Background: an optimization exercise with open tools, aiming at small area, a short achievable clock period and few clock cycles. Do not read the settings as production practice. RTL that was checked went through simulation tests only; none was proved equivalent to the original. No driver is modelled on the clock port, so clock power and skew are understated where the tree is cut down; a real chip needs a root buffer or a tree. Power figures rest on the tool's default switching activity, not on a simulated workload.

==> run a <==
// MyDesign
module MyDesign(
  input wire reset_n                      ,  
  input wire clk                          ,
  input wire dut_valid                    , 
  output wire dut_ready                   ,
  output wire                           dut__tb__sram_input_write_enable  ,
  output wire [16-1 : 0     ]   dut__tb__sram_input_write_address ,
  output wire [32-1 : 0     ]   dut__tb__sram_input_write_data    ,
  output wire [16-1 : 0     ]   dut__tb__sram_input_read_address  , 
  input  wire signed [32-1 : 0     ]   tb__dut__sram_input_read_data     ,     
  output wire                           dut__tb__sram_weight_write_enable  ,
  output wire [16-1 : 0     ]   dut__tb__sram_weight_write_address ,
  output wire [32-1 : 0     ]   dut__tb__sram_weight_write_data    ,
  output wire [16-1 : 0     ]   dut__tb__sram_weight_read_address  , 
  input  wire signed [32-1 : 0     ]   tb__dut__sram_weight_read_data     ,     
  output wire                           dut__tb__sram_result_write_enable  ,
  output wire [16-1 : 0     ]   dut__tb__sram_result_write_address ,
  output wire signed [32-1 : 0     ]   dut__tb__sram_result_write_data    ,
  output wire [16-1 : 0     ]   dut__tb__sram_result_read_address  , 
  input  wire signed [32-1 : 0     ]   tb__dut__sram_result_read_data     ,     
  output wire                           dut__tb__sram_scratchpad_write_enable  ,
  output wire [16-1 : 0     ]   dut__tb__sram_scratchpad_write_address ,
  output wire signed [32-1 : 0     ]   dut__tb__sram_scratchpad_write_data    ,
  output wire [16-1 : 0     ]   dut__tb__sram_scratchpad_read_address  , 
  input  wire signed [32-1 : 0     ]   tb__dut__sram_scratchpad_read_data  
);
Settings: LEC_CHECK=0, CAP_MARGIN=20, CORE_MARGIN=2, CORE_UTILIZATION=40, SLEW_MARGIN=20, SYNTH_HIERARCHICAL=1, SYNTH_MINIMUM_KEEP_SIZE=0; clock period 16.0 ns.
standard.sh (not shown) runs the stock make flow with config.mk's settings and CLKGATE_MAP_FILE= SYNTH_SCRIPT=/design/flow/synth_recipe.tcl, a recipe that flattens the netlist after the stock synthesis.
==> flow/flow/run.sh <==
#!/bin/bash
# Layout flow: the standard flow (standard.sh) with two changes to how the
# layout is made: port buffers use the small sky130_fd_sc_hd__buf_1 cell, and
# timing repair aims for extra setup slack so that the achieved period shrinks.
# The clock period and constraints are the standard flow's own (constraint.sdc).
set -euo pipefail
bash standard.sh finish \
  "BUFFER_PORTS_ARGS=-buffer_cell sky130_fd_sc_hd__buf_1" \
  "SETUP_SLACK_MARGIN=11.5" \
  > standard.log 2>&1
==> inputs of run b, as changes to run a <==
--- a/flow/flow/run.sh
+++ b/flow/flow/run.sh
@@ -8,3 +8,3 @@
   "BUFFER_PORTS_ARGS=-buffer_cell sky130_fd_sc_hd__buf_1" \
-  "SETUP_SLACK_MARGIN=11.5" \
+  "SETUP_SLACK_MARGIN=11" \
   > standard.log 2>&1
==> summary.txt <==
Sequential share of power: run b 19.2%; run a 19.1%
Capturing instance or port of the critical path: run b dut__tb__sram_weight_read_address[0]; run a dut__tb__sram_weight_read_address[5]
Layout non-clock buf frac: run b 4.60%; run a 4.87%
Met2 usage: run b 34.9%; run a 35.1%
Clock tree cell share of total cell area: run b 4.02%; run a 4.01%
Cell area after layout: run b 32100 um^2; run a 32200 um^2
Final critical delay including setup and external delays: run b 4.66 ns; run a 4.47 ns
Global-route usage over all layers: run b 21.7%; run a 21.8%
Final worst slack: run b 11.34 ns; run a 11.53 ns
Switching power: run b 3.19 mW; run a 3.20 mW
Outcome: run b timing/DRC/antenna clean; run a timing/DRC/antenna clean
Max frequency: run b 0.214 GHz; run a 0.224 GHz
Setup clock skew after layout: run b 0.0418 ns; run a 0.0415 ns
Max Fanout on Critical Path: run b 10; run a 5
Reg-to-reg slack, setup: run b 11.68 ns; run a 11.71 ns
Leakage power summed over all cells: run b 11.6 nW; run a 11.7 nW
Finished Core Util: run b 41.6%; run a 41.7%
Worst setup path start: run b b_addr[0]; run a b_addr[5]
Drt first-iter violations: run b 2267; run a 2435
Number of filler cells placed in the layout: run b 7665; run a 7656
Net switching fraction of the power: run b 46.4%; run a 46.4%
DR vias: run b 25000; run a 25100
Function was not checked in any run of this note: the RTL went through the layout flow alone.

==> inputs of build 31 <==
Another version of the RTL of MyDesign (not shown whole).
Settings: LEC_CHECK=0, CAP_MARGIN=20, CORE_MARGIN=2, CORE_UTILIZATION=40, CTS_CLUSTER_DIAMETER=100, CTS_CLUSTER_SIZE=20, SLEW_MARGIN=20, SYNTH_HIERARCHICAL=1, SYNTH_MINIMUM_KEEP_SIZE=0; clock period 16.0 ns.
==> flow/flow/run.sh <==
#!/bin/bash
# Layout flow: the standard flow (standard.sh) with these changes to how the
# layout is made:
# - port buffers use the small sky130_fd_sc_hd__buf_1 cell;
# - timing repair aims for extra setup slack so that the achieved period shrinks;
# - the constant outputs share one tie cell (SKIP_REPAIR_TIE_FANOUT);
# - after ORFS's CTS step, flow/manual_cts.tcl replaces TritonCTS's clock tree
#   with a flatter one (root buffers plus one level of leaf buffers, no
#   intended skew), then legalises placement and repairs timing again.
# The clock period and constraints are the standard flow's own (constraint.sdc).
set -euo pipefail
here="$(pwd)"
bash standard.sh finish \
  "BUFFER_PORTS_ARGS=-buffer_cell sky130_fd_sc_hd__buf_1" \
  "SETUP_SLACK_MARGIN=11.6" \
  "SKIP_REPAIR_TIE_FANOUT=1" \
  "POST_CTS_TCL=${here}/flow/manual_cts.tcl" \
  > standard.log 2>&1
Other scripts of this flow, unchanged in this note and not shown: flow/flow/manual_cts.tcl
==> build 97 (differences from build 31) <==
--- a/flow/flow/run.sh
+++ b/flow/flow/run.sh
@@ -14,3 +14,3 @@
   "BUFFER_PORTS_ARGS=-buffer_cell sky130_fd_sc_hd__buf_1" \
-  "SETUP_SLACK_MARGIN=11.6" \
+  "SETUP_SLACK_MARGIN=11.75" \
   "SKIP_REPAIR_TIE_FANOUT=1" \
==> summary.txt <==
- Of build 31 and build 97, build 97 has the higher worst setup slack (gap 0.15 ns).
- In build 97 the global-route usage is higher than in build 31, by 0.39 points.
- Of build 31 and build 97, build 97 has the higher design area (gap 5.2%, measured against build 97).
- In clock power, build 31 and build 97 hardly differ.
- Synthesized area is the same in build 31 and build 97.
- In critical path depth, build 97 and build 31 do not differ.
- Against build 97, the core utilization of build 31 is lower by 2.3 points.
- Of build 97 and build 31, build 97 has the higher via count (gap 1.3%, measured against build 31).
- Sequential power is about the same in build 31 and build 97.
- Die area is the same in build 97 and build 31.
Function was not checked in any run of this note: the RTL went through the layout flow alone. No run of this note takes its clock network from TritonCTS; it comes from the design's own scripts or RTL.

==> build 81: inputs <==
MyDesign, a different RTL version from the one above (not shown whole).
clock: 16.0 ns
lec_check: 0
cap_margin: 20
core_margin: 2
core_utilization: 40
cts_cluster_diameter: 100
cts_cluster_size: 20
slew_margin: 20
synth_hierarchical: 1
synth_minimum_keep_size: 0
==> flow/flow/run.sh <==
#!/bin/bash
# Layout flow: the standard flow (standard.sh) with two changes to how the
# layout is made: port buffers use the small sky130_fd_sc_hd__buf_1 cell, and
# timing repair aims for extra setup slack so that the achieved period shrinks.
# The clock period and constraints are the standard flow's own (constraint.sdc).
set -euo pipefail
bash standard.sh finish \
  "BUFFER_PORTS_ARGS=-buffer_cell sky130_fd_sc_hd__buf_1" \
  "SETUP_SLACK_MARGIN=11" \
  > standard.log 2>&1
==> inputs of build 38, as changes to build 81 <==
--- a/flow/design.v
+++ b/flow/design.v
@@ -57,43 +57,37 @@
 wire [AW-1:0] np2 = {1'b0, np, 1'b0};
 wire [AW-1:0] np3 = {2'b0, np} + np2;
 wire [AW-1:0] a_inc = a_addr + 1'b1;
 wire [AW-1:0] b_nxtcol = b_base + 1'b1;
 wire [AW-1:0] b_step = b_addr + ((ph == PH_Z) ? {{(AW-6){1'b0}}, p1} : {{(AW-1){1'b0}}, 1'b1});
 wire          n_is1 = (n1 == 5'd1);
 wire issue     = (st == ST_RUN);
 wire phase_end = issue && kl && jl && il;
+logic [2:0] st_nxt;
+always_comb begin
+  st_nxt = st;
+  case (st)
+    ST_IDLE: if (dut_valid) st_nxt = ST_HDR;
+    ST_HDR:  st_nxt = ST_RUN;
+    ST_RUN:  if (phase_end) begin
+      if (ph == PH_Z)                                st_nxt = ST_FIN;
+      else if ((ph == PH_V || ph == PH_S) && n_is1)  st_nxt = ST_WAIT;
+    end
+    ST_WAIT: if (wcnt == 2'd3) st_nxt = ST_RUN;
+    ST_FIN:  if (wcnt == 2'd3) st_nxt = ST_IDLE;
+    default: st_nxt = ST_IDLE;
+  endcase
+  if (!reset_n) st_nxt = ST_IDLE;
+end
 always_ff @(posedge clk) begin
-  if (!reset_n) begin
-    st      <= ST_IDLE;
-    ready_r <= 1'b1;
-    f0      <= 1'b0;
-    l0      <= 1'b0;
-  end else begin
-    f0 <= issue && kfirst;
-    l0 <= issue && kl;
-    case (st)
-      ST_IDLE: if (dut_valid) begin
-        st      <= ST_HDR;
-        ready_r <= 1'b0;
-      end
-      ST_HDR: st <= ST_RUN;
-      ST_RUN: if (phase_end) begin
-        if (ph == PH_Z)                            st <= ST_FIN;
-        else if ((ph == PH_V || ph == PH_S) && n_is1) st <= ST_WAIT;
-      end
-      ST_WAIT: if (wcnt == 2'd3) st <= ST_RUN;
-      ST_FIN: if (wcnt == 2'd3) begin
-        st      <= ST_IDLE;
-        ready_r <= 1'b1;
-      end
-      default: st <= ST_IDLE;
-    endcase
-  end
+  st      <= st_nxt;
+  ready_r <= (st_nxt == ST_IDLE);
+  f0      <= reset_n && issue && kfirst;
+  l0      <= reset_n && issue && kl;
 end
 always_ff @(posedge clk) begin
   wcnt <= issue ? 2'd0 : wcnt + 2'd1;
   case (st)
     ST_IDLE: begin
       a_addr <= '0;
       b_addr <= '0;
     end
@@ -163,17 +157,24 @@
                 a_addr <= '0;
                 b_addr <= '0;
               end
             endcase
           end
         end
       end
     end
-    default: ;
+    ST_WAIT: begin
+      a_addr <= (ph == PH_S) ? '0 : np3;
+      b_addr <= (ph == PH_S) ? {2'b0, np} : np2;
+    end
+    default: begin
+      a_addr <= '0;
+      b_addr <= '0;
+    end
   endcase
 end
 wire [31:0] a_in = sel0 ? tb__dut__sram_result_read_data : tb__dut__sram_input_read_data;
 wire [15:0] enc_one, enc_two, enc_neg;
 booth_enc u_enc (.a(a_in), .one(enc_one), .two(enc_two), .neg(enc_neg));
 wire [31:0] acc_in = f2 ? 32'd0 : acc;
 wire [31:0] cs_s, cs_c, acc_nxt;
 genvar gi;
@@ -198,18 +199,17 @@
   btwo <= enc_two;
   bneg <= enc_neg;
   opb <= sel0 ? tb__dut__sram_scratchpad_read_data : tb__dut__sram_weight_read_data;
   s_r <= mt_s;
   c_r <= mt_c;
   acc <= acc_nxt;
 end
 always_ff @(posedge clk) begin
-  if (st == ST_HDR) waddr <= '0;
-  else if (we_r)    waddr <= waddr + 1'b1;
+  waddr <= (st == ST_HDR) ? '0 : waddr + {{(AW-1){1'b0}}, we_r};
 end
 assign dut_ready = ready_r;
 assign dut__tb__sram_input_write_enable  = 1'b0;
 assign dut__tb__sram_input_write_address = 16'b0;
 assign dut__tb__sram_input_write_data    = 32'b0;
 assign dut__tb__sram_input_read_address  = {{(16-AW){1'b0}}, a_addr};
 assign dut__tb__sram_weight_write_enable  = 1'b0;
 assign dut__tb__sram_weight_write_address = 16'b0;
==> flow/flow/run.sh (replaced) <==
#!/bin/bash
# Layout flow: the standard flow (standard.sh) with two changes to how the
# layout is made: port buffers use the small sky130_fd_sc_hd__buf_1 cell, and
# timing repair aims for extra setup slack so that the achieved period shrinks.
# The clock period and constraints are the standard flow's own (constraint.sdc).
set -euo pipefail
bash standard.sh finish \
  "BUFFER_PORTS_ARGS=-buffer_cell sky130_fd_sc_hd__buf_1" \
  "SETUP_SLACK_MARGIN=11.6" \
  > standard.log 2>&1
==> summary.txt <==
| item | build 38 | build 81 |
|---|---|---|
| Power per standard cell area | 185 mW/mm² | 208 mW/mm² |
| Reg2reg start | bneg[3] | bneg[0] |
| Met3 layer wire length in the routed design | 5570 µm | 5550 µm |
| Post-synthesis share of cell area spent on full adders, half adders and majority gates | 0.253 | 0.253 |
| Detail Route met2 WL | 35,000 µm | 33,500 µm |
| Post-route worst hold slack | 0.438 ns | 0.431 ns |
| TritonCTS buffer count | 21 | 22 |
| Final GP Congestion | 0.913 | 0.880 |
| Final Instance Count excl. Fillers | 3,525 | 3,509 |
| Die height | 258 µm | 258 µm |
| Clock group total power | 563 µW | 596 µW |
| Critical path startpoint | a_addr[2] | we_r |
| Maximum operating frequency | 0.229 GHz | 0.215 GHz |
| Count of cell types in the netlist | 84 | 82 |
| Sequential share of power | 0.234 | 0.225 |
| Routed WL | 74,100 µm | 72,100 µm |
| FILL cells | 6,177 | 6,273 |
| Invs w/o clock | 93 | 96 |
| Comb pwr | 3290 µW | 3790 µW |
| Post-route setup slack | 11.64 ns | 11.34 ns |
| Utilization after layout | 0.423 | 0.424 |
| Die Wd | 258 µm | 258 µm |
| Result of the run | finished clean | finished clean |
| Number of setup buffers added after CTS | 1 | 0 |
No functional check of the RTL was part of any run of this note.

==> run P: inputs <==
Another version of the RTL of MyDesign (not shown whole).
export LEC_CHECK = 0
export CAP_MARGIN = 20
export CORE_MARGIN = 2
export CORE_UTILIZATION = 40
export CTS_CLUSTER_DIAMETER = 100
export CTS_CLUSTER_SIZE = 20
export SLEW_MARGIN = 20
export SYNTH_HIERARCHICAL = 1
export SYNTH_MINIMUM_KEEP_SIZE = 0
create_clock -name core_clock -period 16.0 [get_ports {clk}]
==> flow/flow/run.sh <==
#!/bin/bash
# Layout flow: the standard flow (standard.sh) with these changes to how the
# layout is made:
# - port buffers use the small sky130_fd_sc_hd__buf_1 cell;
# - timing repair aims for extra setup slack so that the achieved period shrinks;
# - the constant outputs share one tie cell (SKIP_REPAIR_TIE_FANOUT);
# - after ORFS's CTS step, flow/manual_cts.tcl replaces TritonCTS's clock tree
#   with a flatter one (root buffers plus one level of leaf buffers, no
#   intended skew), then legalises placement and repairs timing again.
# The clock period and constraints are the standard flow's own (constraint.sdc).
set -euo pipefail
here="$(pwd)"
bash standard.sh finish \
  "BUFFER_PORTS_ARGS=-buffer_cell sky130_fd_sc_hd__buf_1" \
  "SETUP_SLACK_MARGIN=11.6" \
  "SKIP_REPAIR_TIE_FANOUT=1" \
  "POST_CTS_TCL=${here}/flow/manual_cts.tcl" \
  > standard.log 2>&1
Other scripts of this flow, unchanged in this note and not shown: flow/flow/manual_cts.tcl
==> run G: changes against run P <==
--- a/flow/flow/run.sh
+++ b/flow/flow/run.sh
@@ -14,3 +14,3 @@
   "BUFFER_PORTS_ARGS=-buffer_cell sky130_fd_sc_hd__buf_1" \
-  "SETUP_SLACK_MARGIN=11.6" \
+  "SETUP_SLACK_MARGIN=11.8" \
   "SKIP_REPAIR_TIE_FANOUT=1" \
==> run F: changes against run P <==
--- a/flow/flow/run.sh
+++ b/flow/flow/run.sh
@@ -14,3 +14,3 @@
   "BUFFER_PORTS_ARGS=-buffer_cell sky130_fd_sc_hd__buf_1" \
-  "SETUP_SLACK_MARGIN=11.6" \
+  "SETUP_SLACK_MARGIN=11.7" \
   "SKIP_REPAIR_TIE_FANOUT=1" \
==> summary.txt <==
- Run G completed with no timing, DRC or antenna violations. Run F ran to the end with no violations. Run P finished with timing, DRC and antenna clean.
- The highest first-iteration DRC count belongs to run F, the lowest to run P.
- Synthesized area is the same in run G and run P.
- In run P the clock skew is lower than in run G, by 11 ps.
- Against run F, the routed wire length of run G is higher by 1.6%.
- Of run P and run G, run P has the higher sequential share of layout area (gap 0.79 points).
==> figures <==
Fraction of standard cell area in multi-input logic: run F 61.7%; run P 62.7%; run G 59.5%
Wire length of the first global-routing pass: run F 112 mm; run P 112 mm; run G 114 mm
Total power density per cell area: run F 184 nW/um^2; run P 185 nW/um^2; run G 181 nW/um^2
Met3 Resource Use GR: run F 3.36%; run P 3.92%; run G 3.18%
Reg power frac: run F 25.1%; run P 25.4%; run G 25.1%
Fraction of layout instances using a drive strength above 1: run F 12.9%; run P 6.58%; run G 15.6%
Slack of the worst reg-to-reg path: run F 11880 ps; run P 11810 ps; run G 11830 ps
Number of cell instances on the worst register-to-register path: run F 7; run P 7; run G 8
Result of the run: run F finished clean; run P finished clean; run G finished clean
Final RePlAce weighted congestion: run F 0.930; run P 0.917; run G 0.920
P_seq: run F 1.23 mW; run P 1.23 mW; run G 1.26 mW
Clock group: run F 0.481 mW; run P 0.475 mW; run G 0.480 mW
Testbench counts of run P, summed over its fixed seeds: cycles 88,723.
Testbench counts of run G, summed over its fixed seeds: cycles 88,723.
Testbench counts of run F, summed over its fixed seeds: cycles 88,723.
In every run of this note, the design's own scripts or RTL, not TritonCTS, make the clock network.

what the ideal ports hide:
No port has a modelled driver above. Below, the same layouts with a new extraction and two added sets of constraints.
Step 1 sets driving cells, clkbuf_16 on the clock port and buf_2 on the other inputs (assumed; they add their load-dependent delay and slew).
Step 2 adds t to the input delays and takes it off the output delays; t is the mean of the earliest and latest rising clock arrival at the registers after step 1. Input paths then give back, and output paths get back, about the clock's delay inside the block.
Slacks: ideal / step 1 / step 2; pairs: ideal / step 1.
run | t (ns) | slack for setup (ns) | worst hold slack (ns) | latest minus earliest clock arrival (ns)
run a | 0.638 | 11.526 / 11.463 / 11.709 | 0.421 / 0.421 / 0.421 | 0.043 / 0.044
run b | 0.637 | 11.337 / 11.273 / 11.684 | 0.421 / 0.421 / 0.421 | 0.043 / 0.043
build 31 | 0.429 | 11.753 / 11.753 / 11.753 | 0.430 / 0.430 / 0.430 | 0.023 / 0.023
build 97 | 0.429 | 11.905 / 11.812 / 11.841 | 0.430 / 0.430 / 0.430 | 0.026 / 0.026
build 81 | 0.632 | 11.339 / 11.278 / 11.567 | 0.431 / 0.431 / 0.431 | 0.044 / 0.044
build 38 | 0.619 | 11.640 / 11.574 / 11.666 | 0.438 / 0.438 / 0.438 | 0.032 / 0.031
run P | 0.433 | 11.808 / 11.734 / 11.808 | 0.434 / 0.434 / 0.434 | 0.026 / 0.026
run G | 0.435 | 11.834 / 11.832 / 11.806 | 0.429 / 0.429 / 0.429 | 0.039 / 0.038
run F | 0.441 | 11.876 / 11.810 / 11.850 | 0.434 / 0.434 / 0.434 | 0.038 / 0.038
After both steps every run listed still meets setup and hold. The setup slack of build 97, which loses most, moves by -0.093 ns with the drivers and by -0.064 ns with both steps.
